This design comes from an exercise in tuning for small area, a short achievable clock period and few clock cycles on the open sky130 flow, not from production work.
No activity file was given, so power comes from the tool's default toggle rates.

Setup of before:
## GenTrianglePoints
module GenTrianglePoints(
   i_clk, i_rst, i_start, i_v1, i_v2, i_v3,
   o_write, o_done, o_point
);
Size: ~360 flip-flops, roughly 230 I/O pins, roughly 33000 um^2 of cells after synthesis.
Settings: LEC_CHECK=0, CAP_MARGIN=30, CORE_MARGIN=2, CORE_UTILIZATION=30, SLEW_MARGIN=20; clock period 24.0 ns.
run.sh (not shown) runs the stock make flow with config.mk's settings and CLKGATE_MAP_FILE= SYNTH_SCRIPT=/design/flow/synth_recipe.tcl, a recipe that flattens the netlist after the stock synthesis.
--- input diff before..after ---
--- a/flow/design.v
+++ b/flow/design.v
@@ -4,21 +4,20 @@
    o_write, o_done, o_point
 );
    parameter SCREEN_WIDTH = 640;
    parameter SCREEN_HEIGHT = 480;
    input         i_clk, i_rst, i_start;
    input [63:0]  i_v1, i_v2, i_v3;  
    output        o_write, o_done;
    output [31:0] o_point;           
    reg st_idle, st_box, st_mul, st_row, st_walk, st_sweep, st_down;
-   reg        ldown;      
+   reg        inr;        
    reg        dir;        
-   reg        aflag;      
    reg        rsf;        
    reg        hb;         
    reg [3:0]  pos;        
    reg        trav;       
    reg        cy0, cy1, cy2;      
    reg        cn0, cn1, cn2;      
    reg        cg0, cg1, cg2;      
    reg        cdbl, cpass;        
    reg signed [14:0] vx0, vx1, vx2, vy0, vy1, vy2;
@@ -89,54 +88,50 @@
          le1 = sg1 | zr1;  ge1 = ~sg1;
          le2 = sg2 | zr2;  ge2 = ~sg2;
          nd0 = towards ? ~q0 : ~p0;  ni0 = towards ? ~p0 : ~q0;
          nd1 = towards ? ~q1 : ~p1;  ni1 = towards ? ~p1 : ~q1;
          nd2 = towards ? ~q2 : ~p2;  ni2 = towards ? ~p2 : ~q2;
          out_test = ((le0 & nd0) | (le1 & nd1) | (le2 & nd2)) &
                     ((ge0 & ni0) | (ge1 & ni1) | (ge2 & ni2));
       end
    endfunction
-   wire ze0 = ~(|e0);
-   wire ze1 = ~(|e1);
-   wire ze2 = ~(|e2);
-   wire is_in = (~e0[31] & ~ze0 & ~e1[31] & ~ze1 & ~e2[31] & ~ze2) |
-                (e0[31] & e1[31] & e2[31]);
-   wire ao_here = out_test(e0[31], e1[31], e2[31], ze0, ze1, ze2, dir,
-                           dyp0, dyp1, dyp2, dyn0, dyn1, dyn2);
+   wire s_in = (~s0[31] & ~z0 & ~s1[31] & ~z1 & ~s2[31] & ~z2) |
+               (s0[31] & s1[31] & s2[31]);
    wire bo_sum  = out_test(s0[31], s1[31], s2[31], z0, z1, z2, ~dir,
                            dyp0, dyp1, dyp2, dyn0, dyn1, dyn2);
    wire ao_sum  = out_test(s0[31], s1[31], s2[31], z0, z1, z2, dir,
                            dyp0, dyp1, dyp2, dyn0, dyn1, dyn2);
    wire [10:0] xb = dir ? xlo : xhi;           
    wire [10:0] xa = dir ? xhi : xlo;           
    wire at_b = (x == xb);
    wire at_a = (x == xa);
    wire last_row = (y == yhi);
    wire fwd_ok    = ~at_a & ~ao_sum;
    wire walk_stop = at_b | bo_sum;
-   wire emit = is_in & (st_sweep | (st_row & rsf) | (st_down & ldown));
+   wire emit = inr & (st_sweep | (st_row & rsf));
    assign o_write = emit;
    assign o_done  = st_idle;
    assign o_point = {5'd0, y, 5'd0, x};
    wire mul_end  = st_mul & hb & (pos == 4'd0);
-   wire row_fwd  = st_row & rsf & fwd_ok;
-   wire row_back = st_row & ~rsf & ~bo_sum;
-   wire walk_mv  = st_walk & ~walk_stop;
-   wire sw_fwd   = st_sweep & fwd_ok;
-   wire down_mv  = st_down & ~(ldown & last_row);
+   wire row_fwd  = st_row & rsf & ~at_a;
+   wire row_back = st_row & ~rsf;
+   wire walk_mv  = st_walk & ~at_b;
+   wire sw_fwd   = st_sweep & ~at_a;
+   wire down_mv  = st_down;
    wire row_end  = (st_row & rsf & ~fwd_ok) | (st_sweep & ~fwd_ok);
    wire n_box   = st_idle & i_start;
    wire n_mul   = st_box | (st_mul & ~mul_end);
    wire n_row   = mul_end | down_mv;
-   wire n_walk  = row_back | walk_mv;
-   wire n_sweep = row_fwd | (st_row & ~rsf & bo_sum) | (st_walk & walk_stop & ~aflag) | sw_fwd;
-   wire n_down  = (row_end & ~last_row) | (st_walk & walk_stop & aflag);
-   wire n_idle  = (st_idle & ~i_start) | (row_end & last_row) | (st_down & ldown & last_row);
+   wire n_walk  = (st_row & ~rsf & ~bo_sum) | (st_walk & ~walk_stop);
+   wire n_sweep = (st_row & rsf & fwd_ok) | (st_row & ~rsf & bo_sum) | (st_walk & walk_stop) |
+                  (st_sweep & fwd_ok);
+   wire n_down  = (row_end & ~last_row);
+   wire n_idle  = (st_idle & ~i_start) | (row_end & last_row);
    wire n_dir = st_mul | (st_down ? ~dir : dir);
    wire n_rsf = st_mul | (st_down ? (at_a | ao_sum) : rsf);
    wire n_back = n_walk | (n_row & ~n_rsf);
    wire n_hb  = st_mul & ~hb;
    wire [3:0] n_pos = st_box ? 4'd14 : (hb ? pos - 4'd1 : pos);
    wire n_top = (n_pos == 4'd14);
    wire n_hi  = (n_pos >= 4'd4);
    wire nabit = (st_box ? by0[10] : (hb ? y[10] : x[10])) & n_hi;
    wire nb0 = hb | st_box ? vy0[14] : vx0[14];
@@ -186,21 +181,19 @@
       else if (down_mv)
         y <= y + 11'd1;
       if (st_box | st_mul) begin
          pos <= n_pos;
          hb <= n_hb;
       end
       dir <= n_dir;
       rsf <= n_rsf;
       trav <= ~(n_idle | n_box | n_mul);
-      if (st_row | st_walk) aflag <= ao_here;
-      if (st_walk) ldown <= walk_stop & aflag;
-      else if (st_down | row_end) ldown <= 1'b0;
+      if (e_en) inr <= s_in;
       if (n_mul) begin
          cy0 <= n_hb;  cy1 <= n_hb;  cy2 <= n_hb;
          cg0 <= ndp0 | ndn0;  cg1 <= ndp1 | ndn1;  cg2 <= ndp2 | ndn2;
          cn0 <= n_hb ? ndp0 : ndn0;
          cn1 <= n_hb ? ndp1 : ndn1;
          cn2 <= n_hb ? ndp2 : ndn2;
          cdbl  <= ~n_hb & ~n_top;
          cpass <= n_hb;
       end else begin
--- outcome ---
- In the reports for before and after, the larger standby leakage power belongs to after.
- On flip-flop and latch count, after tracks before almost exactly.
- Reported for before and after, remaining antenna violation count after routing turned out identical to the last digit.
- NOTE number of library cell types mapped by synthesis before->after decreased by a little under 10%
- In after, the met2 layer wire length in the routed design came out 2400 um above the value in before.
- after vs before — gate count after technology mapping climbed by a few percent
- [diff] setup slack, after relative to before: improvement
- When after is measured against before, its number of cells in the design after placement turns out 3.4% higher.
- Diff before -> after | non-filler instance count after layout | up by a few percent
- Transition time at the pin with the least slew margin was lower in before than in after.
- after against before: via count rose 3.4%, clock-cell share of area about even, total internal power fell about 0.3%.
No functional check of the RTL was part of any run of this note.

GenTrianglePoints, a different RTL version from the one above (not shown whole).
For scale: about 400 flip-flops, ~230 I/O pins.
==> flow/config.mk <==
export PLATFORM = sky130hd
export DESIGN_NAME = GenTrianglePoints
export DESIGN_NICKNAME = GenTrianglePoints
export VERILOG_FILES = /design/flow/design.v
export SDC_FILE = /design/flow/constraint.sdc
export NUM_CORES = 4
export LEC_CHECK = 0
export CAP_MARGIN = 30
export CORE_MARGIN = 2
export CORE_UTILIZATION = 30
export SLEW_MARGIN = 20
==> flow/constraint.sdc <==
create_clock -name core_clock -period 24.0 [get_ports {i_clk}]
set_input_delay 4.8000 -clock core_clock [delete_from_list [all_inputs] [get_ports {i_clk}]]
set_output_delay 4.8000 -clock core_clock [all_outputs]
set_load 0.01 [all_outputs]
==> next run, changes <==
--- a/flow/design.v
+++ b/flow/design.v
@@ -12,15 +12,14 @@
    output [31:0] o_point;           
    reg st_idle, st_dx, st_dy, st_box, st_mul, st_row, st_walk, st_sweep, st_down;
    reg [10:0] px, py;     
    reg        dir;        
    reg        rsf;        
    reg        hb;         
    reg [3:0]  pos;        
-   reg        trav;       
    reg        cxa0, cxa1, cxa2;   
    reg        cya0, cya1, cya2;   
    reg        cxr0, cxr1, cxr2;   
    reg        cyr0, cyr1, cyr2;   
    reg        cn0, cn1, cn2;      
    reg        cdbl, cpass;        
    reg        cdx, cdy;           
@@ -183,15 +182,14 @@
    wire n_mul   = st_box | (st_mul & ~mul_end);
    wire n_row   = mul_end | down_mv;
    wire n_walk  = (st_row & ~rsf & ~bo_sum) | (st_walk & ~walk_stop);
    wire n_sweep = (st_row & rsf & fwd_ok) | (st_row & ~rsf & bo_sum) | (st_walk & walk_stop) |
                   (st_sweep & fwd_ok);
    wire n_down  = (row_end & ~last_row);
    wire n_idle  = (st_idle & ~i_start) | (row_end & last_row);
-   wire n_setup = st_idle | n_dy | n_box | n_mul;
    wire n_dir = st_mul | (st_down ? ~dir : dir);
    wire n_rsf = st_mul | (st_down ? (at_a | ao_sum) : rsf);
    wire n_back = n_walk | (n_row & ~n_rsf);
    wire n_hb  = st_mul & ~hb;
    wire [3:0] n_pos = st_box ? 4'd14 : (hb ? pos - 4'd1 : pos);
    wire n_top = (n_pos == 4'd14);
    wire n_hi  = (n_pos >= 4'd4);
@@ -201,34 +199,35 @@
    wire nb2 = w2[31];
    wire ndp0 = n_top ? (nabit | nb0) : (nabit & ~nb0);
    wire ndp1 = n_top ? (nabit | nb1) : (nabit & ~nb1);
    wire ndp2 = n_top ? (nabit | nb2) : (nabit & ~nb2);
    wire ndn0 = ~n_top & ~nabit & nb0;
    wire ndn1 = ~n_top & ~nabit & nb1;
    wire ndn2 = ~n_top & ~nabit & nb2;
+   wire cap = ~(st_dx | st_dy | st_box | st_mul | st_row | st_walk | st_sweep | st_down);
    wire e_en  = st_mul | row_fwd | row_back | walk_mv | sw_fwd | down_mv;
    wire [10:0] x_inc = x + 11'd1;
    wire [10:0] x_dec = x - 11'd1;
    wire x_fwd_mv  = row_fwd | sw_fwd;
    wire x_back_mv = row_back | walk_mv;
    always @(posedge i_clk) begin
       if (e_en) begin
          e0 <= s0;  e1 <= s1;  e2 <= s2;
       end
-      if (st_idle | st_dx) begin
-         mx0 <= st_idle ? {i_v1[14], i_v1[14:0]} : s0[15:0];
-         mx1 <= st_idle ? {i_v2[14], i_v2[14:0]} : s1[15:0];
-         mx2 <= st_idle ? {i_v3[14], i_v3[14:0]} : s2[15:0];
-      end
-      if (st_idle | st_dy) begin
-         my0 <= st_idle ? {i_v1[46], i_v1[46:32]} : s0[15:0];
-         my1 <= st_idle ? {i_v2[46], i_v2[46:32]} : s1[15:0];
-         my2 <= st_idle ? {i_v3[46], i_v3[46:32]} : s2[15:0];
+      if (cap | st_dx) begin
+         mx0 <= cap ? {i_v1[14], i_v1[14:0]} : s0[15:0];
+         mx1 <= cap ? {i_v2[14], i_v2[14:0]} : s1[15:0];
+         mx2 <= cap ? {i_v3[14], i_v3[14:0]} : s2[15:0];
+      end
+      if (cap | st_dy) begin
+         my0 <= cap ? {i_v1[46], i_v1[46:32]} : s0[15:0];
+         my1 <= cap ? {i_v2[46], i_v2[46:32]} : s1[15:0];
+         my2 <= cap ? {i_v3[46], i_v3[46:32]} : s2[15:0];
       end
-      if (st_idle) begin
+      if (cap) begin
          w0 <= ilv(i_v1[46:32], i_v1[14:0]);
          w1 <= ilv(i_v2[46:32], i_v2[14:0]);
          w2 <= ilv(i_v3[46:32], i_v3[14:0]);
       end else begin
          w0 <= w0 << 1;  w1 <= w1 << 1;  w2 <= w2 << 1;
       end
       if (st_box) begin
@@ -249,15 +248,14 @@
         y <= y + 11'd1;
       if (st_box | st_mul) begin
          pos <= n_pos;
          hb <= n_hb;
       end
       dir <= n_dir;
       rsf <= n_rsf;
-      trav <= ~(n_idle | n_setup);
       o_write <= emit & ~i_rst;
       px <= x;
       py <= y;
       cdx <= n_dxc;
       cdy <= n_dy;
       if (n_dxc | n_dy) begin
          {cxa0, cxa1, cxa2} <= 3'b000;
Outcome: Cell count rises by a few percent. Sequential power rises by a few percent. Power rises by a little under a tenth. Cell area rises slightly. Sequential share of layout area falls by 0.59 points. Clock skew rises by 0.017 ns. Hold slack got worse by 0.033 ns. Wire length rises by a little under a tenth. Area after synthesis rises slightly. Sequential cell count is unchanged.
No run of this note included a check of the RTL's function; only the layout flow was run.

-- afterwards: timing with drivers on the ports --
No port has a modelled driver above. Below, the same layouts with a new extraction and two added sets of constraints. Step 1 assumes that a clkbuf_16 drives the clock port and a buf_2 every other input. Step 2, shift: input delay + t, output delay - t, t = (earliest + latest rising clock arrival at the registers) / 2. This alone moves slack from input paths to output paths. Three values: ideal, step 1, step 2; two values: the first two.
run	t (ns)	setup WS [ns]	clock arrival spread, ns
before	0.672	15.078 / 15.078 / 15.078	0.051 / 0.050
after	0.659	15.405 / 15.405 / 15.405	0.029 / 0.029
the first run of note 2	0.651	17.096 / 17.030 / 17.681	0.037 / 0.036
the second run of note 2	0.660	17.392 / 17.322 / 17.982	0.048 / 0.048
After both steps setup and hold are still met in every run listed.
